Context: an optimization exercise on an open-source flow, tuned for small area. The choices shown serve that exercise and are no tape-out recipe. Only simulation tests tie the RTL to the original design; equivalence was not proved.

==> v31 <==
// ALU
module ALU(CLK,RST,A,V,op,WA,WB,WD,WR,ENADi,opFL,R1,R2,FLAGS,FL,FINP,IF);
==> flow/config.mk <==
export PLATFORM = sky130hd
export DESIGN_NAME = ALU
export DESIGN_NICKNAME = ALU
export VERILOG_FILES = /design/flow/design.v
export SDC_FILE = /design/flow/constraint.sdc
export NUM_CORES = 4
export LEC_CHECK = 0
export CAP_MARGIN = 20
export CORE_MARGIN = 2
export CORE_UTILIZATION = 65
export CTS_BUF_LIST = sky130_fd_sc_hd__clkbuf_8
export SLEW_MARGIN = 20
export SYNTH_HIERARCHICAL = 1
export SYNTH_MINIMUM_KEEP_SIZE = 0
==> flow/constraint.sdc <==
create_clock -name core_clock -period 20.0 [get_ports {CLK}]
set_input_delay 4.0000 -clock core_clock [delete_from_list [all_inputs] [get_ports {CLK}]]
set_output_delay 4.0000 -clock core_clock [all_outputs]
set_load 0.01 [all_outputs]
standard.sh (not shown) runs the stock make flow with config.mk's settings and CLKGATE_MAP_FILE= SYNTH_SCRIPT=/design/flow/synth_recipe.tcl, a recipe that flattens the netlist after the stock synthesis.
==> flow/flow/run.sh <==
#!/bin/bash
# The standard layout, with plain buf_1 cells as the port buffers
set -euo pipefail
export BUFFER_PORTS_ARGS="-buffer_cell sky130_fd_sc_hd__buf_1"
bash standard.sh > standard.log 2>&1
==> inputs of v12, as changes to v31 <==
==> flow/run.sh (new file) <==
#!/bin/bash
# synth_recipe.tcl (not shown) runs the flow's synth.tcl, then flattens the netlist and writes it again
# the make line also repeats each setting of config.mk as NAME=value (left out here)
make -C /OpenROAD-flow-scripts/flow DESIGN_CONFIG=/design/flow/config.mk WORK_HOME=/design/flow/orfs CLKGATE_MAP_FILE= SYNTH_SCRIPT=/design/flow/synth_recipe.tcl finish
- CORE_UTILIZATION: 65 -> 40
- CTS_BUF_LIST: sky130_fd_sc_hd__clkbuf_8 -> unset
removed: flow/flow/run.sh
removed: flow/standard.sh
==> inputs of v27, as changes to v31 <==
--- a/flow/design.v
+++ b/flow/design.v
@@ -636,24 +636,10 @@
 	wire t514;
 	wire t515;
 	wire t516;
 	wire t517;
 	wire t518;
-	wire t519;
-	wire t520;
-	wire t521;
-	wire t522;
-	wire t523;
-	wire t524;
-	wire t525;
-	wire t526;
-	wire t527;
-	wire t528;
-	wire t529;
-	wire t530;
-	wire t531;
-	wire t532;
 	HalfAdderN ht1(pp[13],pp[28],t1,t2);
 	FullAdder ft3(pp[14],pp[29],pp[44],t3,t4);
 	HalfAdderN ht5(pp[59],pp[74],t5,t6);
 	FullAdder ft7(pp[15],pp[30],pp[45],t7,t8);
 	FullAdder ft9(pp[60],pp[75],pp[90],t9,t10);
@@ -876,62 +862,62 @@
 	FullAdder ft443(t384,t385,t442,t443,t444);
 	FullAdder ft445(t386,t387,t444,t445,t446);
 	FullAdder ft447(t388,t389,t446,t447,t448);
 	FullAdder ft449(t390,t391,t448,t449,t450);
 	HalfAdderN ht451(t392,t393,t451,t452);
-	assign t453 = t392 ^ t393;
-	assign t454 = t392 & t393;
-	FullAdder ft455(t394,t395,t452,t455,t456);
-	FullAdder ft457(t394,t395,t454,t457,t458);
-	FullAdder ft459(t396,t397,t456,t459,t460);
-	FullAdder ft461(t396,t397,t458,t461,t462);
-	FullAdder ft463(t398,t399,t460,t463,t464);
-	FullAdder ft465(t398,t399,t462,t465,t466);
-	FullAdder ft467(t400,t401,t464,t467,t468);
-	FullAdder ft469(t400,t401,t466,t469,t470);
-	FullAdder ft471(t402,t403,t468,t471,t472);
-	FullAdder ft473(t402,t403,t470,t473,t474);
-	FullAdder ft475(t404,t405,t472,t475,t476);
-	FullAdder ft477(t404,t405,t474,t477,t478);
-	FullAdder ft479(t406,t407,t476,t479,t480);
-	FullAdder ft481(t406,t407,t478,t481,t482);
-	assign t483 = t450 ? t451 : t453;
-	assign t484 = t450 ? t455 : t457;
-	assign t485 = t450 ? t459 : t461;
-	assign t486 = t450 ? t463 : t465;
-	assign t487 = t450 ? t467 : t469;
-	assign t488 = t450 ? t471 : t473;
-	assign t489 = t450 ? t475 : t477;
-	assign t490 = t450 ? t479 : t481;
-	assign t491 = t450 ? t480 : t482;
-	HalfAdderN ht492(t408,t409,t492,t493);
-	assign t494 = t408 ^ t409;
-	assign t495 = t408 & t409;
-	FullAdder ft496(t410,t411,t493,t496,t497);
-	FullAdder ft498(t410,t411,t495,t498,t499);
-	FullAdder ft500(t412,t413,t497,t500,t501);
-	FullAdder ft502(t412,t413,t499,t502,t503);
-	FullAdder ft504(t414,t415,t501,t504,t505);
-	FullAdder ft506(t414,t415,t503,t506,t507);
-	FullAdder ft508(t416,t417,t505,t508,t509);
-	FullAdder ft510(t416,t417,t507,t510,t511);
-	FullAdder ft512(t418,t419,t509,t512,t513);
-	FullAdder ft514(t418,t419,t511,t514,t515);
-	FullAdder ft516(t420,pp[255],t513,t516,t517);
-	FullAdder ft518(t420,pp[255],t515,t518,t519);
-	FullAdder ft520(1'b1,1'b1,t517,t520,t521);
-	FullAdder ft522(1'b1,1'b1,t519,t522,t523);
-	assign t524 = t491 ? t492 : t494;
-	assign t525 = t491 ? t496 : t498;
-	assign t526 = t491 ? t500 : t502;
-	assign t527 = t491 ? t504 : t506;
-	assign t528 = t491 ? t508 : t510;
-	assign t529 = t491 ? t512 : t514;
-	assign t530 = t491 ? t516 : t518;
-	assign t531 = t491 ? t520 : t522;
-	assign t532 = t491 ? t521 : t523;
-	assign RN = {t531, t530, t529, t528, t527, t526, t525, t524, t490, t489, t488, t487, t486, t485, t484, t483, t449, t447, t445, t443, t441, t439, t437, t435, t433, t431, t429, t427, t425, t423, t421, pp[0]};
+	FullAdder ft453(t394,t395,t452,t453,t454);
+	FullAdder ft455(t396,t397,t454,t455,t456);
+	FullAdder ft457(t398,t399,t456,t457,t458);
+	FullAdder ft459(t400,t401,t458,t459,t460);
+	FullAdder ft461(t402,t403,t460,t461,t462);
+	FullAdder ft463(t404,t405,t462,t463,t464);
+	FullAdder ft465(t406,t407,t464,t465,t466);
+	assign t467 = ~t450;
+	assign t468 = t451 ^ t467;
+	assign t469 = t467 & ~t451;
+	assign t470 = t453 ^ t469;
+	assign t471 = t469 & ~t453;
+	assign t472 = t455 ^ t471;
+	assign t473 = t471 & ~t455;
+	assign t474 = t457 ^ t473;
+	assign t475 = t473 & ~t457;
+	assign t476 = t459 ^ t475;
+	assign t477 = t475 & ~t459;
+	assign t478 = t461 ^ t477;
+	assign t479 = t477 & ~t461;
+	assign t480 = t463 ^ t479;
+	assign t481 = t479 & ~t463;
+	assign t482 = t465 ^ t481;
+	assign t483 = t481 & ~t465;
+	assign t484 = t466 & ~t483;
+	HalfAdderN ht485(t408,t409,t485,t486);
+	FullAdder ft487(t410,t411,t486,t487,t488);
+	FullAdder ft489(t412,t413,t488,t489,t490);
+	FullAdder ft491(t414,t415,t490,t491,t492);
+	FullAdder ft493(t416,t417,t492,t493,t494);
+	FullAdder ft495(t418,t419,t494,t495,t496);
+	FullAdder ft497(t420,pp[255],t496,t497,t498);
+	FullAdder ft499(1'b1,1'b1,t498,t499,t500);
+	assign t501 = ~t484;
+	assign t502 = t485 ^ t501;
+	assign t503 = t501 & ~t485;
+	assign t504 = t487 ^ t503;
+	assign t505 = t503 & ~t487;
+	assign t506 = t489 ^ t505;
+	assign t507 = t505 & ~t489;
+	assign t508 = t491 ^ t507;
+	assign t509 = t507 & ~t491;
+	assign t510 = t493 ^ t509;
+	assign t511 = t509 & ~t493;
+	assign t512 = t495 ^ t511;
+	assign t513 = t511 & ~t495;
+	assign t514 = t497 ^ t513;
+	assign t515 = t513 & ~t497;
+	assign t516 = t499 ^ t515;
+	assign t517 = t515 & ~t499;
+	assign t518 = t500 & ~t517;
+	assign RN = {t516, t514, t512, t510, t508, t506, t504, t502, t482, t480, t478, t476, t474, t472, t470, t468, t449, t447, t445, t443, t441, t439, t437, t435, t433, t431, t429, t427, t425, t423, t421, pp[0]};
 endmodule
 module HalfAdderN(A,B,R,Cout);
 	input A,B;
 	output wire R,Cout;
 	XnorGate X(A,B,R);
@@ -1045,11 +1031,13 @@
 	reg [15:0] RE, Q;
 	UnidadProducto UnidPro(ra, rb, rd, op[3:0], Q, RE, opA, opB, opD, PR1, R2, CFD);
 	reg [3:0] PRE;
 	wire P0 = |PRE;
 	wire A0 = opA[~PRE];
-	wire C = P0 ? Q[5'd16 - {1'b0, PRE}] : 1'b1;
+	reg qlast;
+	always @(posedge CLK) qlast <= Co;
+	wire C = P0 ? qlast : 1'b1;
 	wire [15:0] Ro;
 	wire Co;
 	Divi16bits Step(P0 ? RE : opD, A0, opB, C, Ro, Co);
 	wire dena = ENADi | P0;
 	always @(posedge CLK or posedge RST)
==> qor summary <==
Count of mapped cells out of synthesis: v27 2172; v12 2194; v31 2194
Wl on met1: v27 24300 µm; v12 28400 µm; v31 24600 µm
Count of placed standard cells including taps: v27 2520; v12 2806; v31 2525
Hold worst-path end: v27 pf; v12 pf; v31 zf
Number of DRC violations after detailed-routing iteration 0: v27 1654; v12 1738; v31 1827
Count of filler cells inserted in the layout: v27 2547; v12 4823; v31 2526
Growth of design area from synthesis to finish: v27 -0.0565%; v12 7.19%; v31 2.02%
Total number of clock tree sinks: v27 93; v12 92; v31 92
Minimum clock period: v27 19.17 ns; v12 19.43 ns; v31 18.75 ns
Headroom to the max-slew limit: v27 26.9%; v12 25.4%; v31 32.0%
Run status: v27 timing/DRC/antenna clean; v12 timing/DRC/antenna clean; v31 timing/DRC/antenna clean
Hold WS: v27 0.533 ns; v12 0.519 ns; v31 0.523 ns

-- what the ideal ports hide --
No port has a modelled driver above. Below, the same layouts with a new extraction and two added sets of constraints. Step 1, drivers: a clkbuf_16 drives CLK and a buf_2 each remaining input, both assumed. Step 2 adds t to the input delays and takes it off the output delays; t is the mean of the earliest and latest rising clock arrival at the registers after step 1. Input paths then give back, and output paths get back, about the clock's delay inside the block. Slacks: no drivers / after step 1 / after step 2; pairs: no drivers / after step 1.
| run | shift t [ns] | setup slack, ns | hold slack, ns | latest minus earliest clock arrival (ns) | cell pins on the clock port's net |
|---|---|---|---|---|---|
| v31 | 0.431 | 1.251 / 1.219 / 1.219 | 0.523 / 0.523 / 0.523 | 0.017 / 0.017 | 1 |
| v12 | 0.413 | 0.574 / 0.531 / 0.531 | 0.519 / 0.519 / 0.519 | 0.020 / 0.020 | 1 |
| v27 | 0.416 | 0.834 / 0.802 / 0.802 | 0.533 / 0.533 / 0.533 | 0.023 / 0.023 | 1 |
After both steps setup and hold are still met in every run listed. For v12, which loses most, drivers alone change the setup slack by -0.043 ns; drivers and shift together by -0.043 ns.
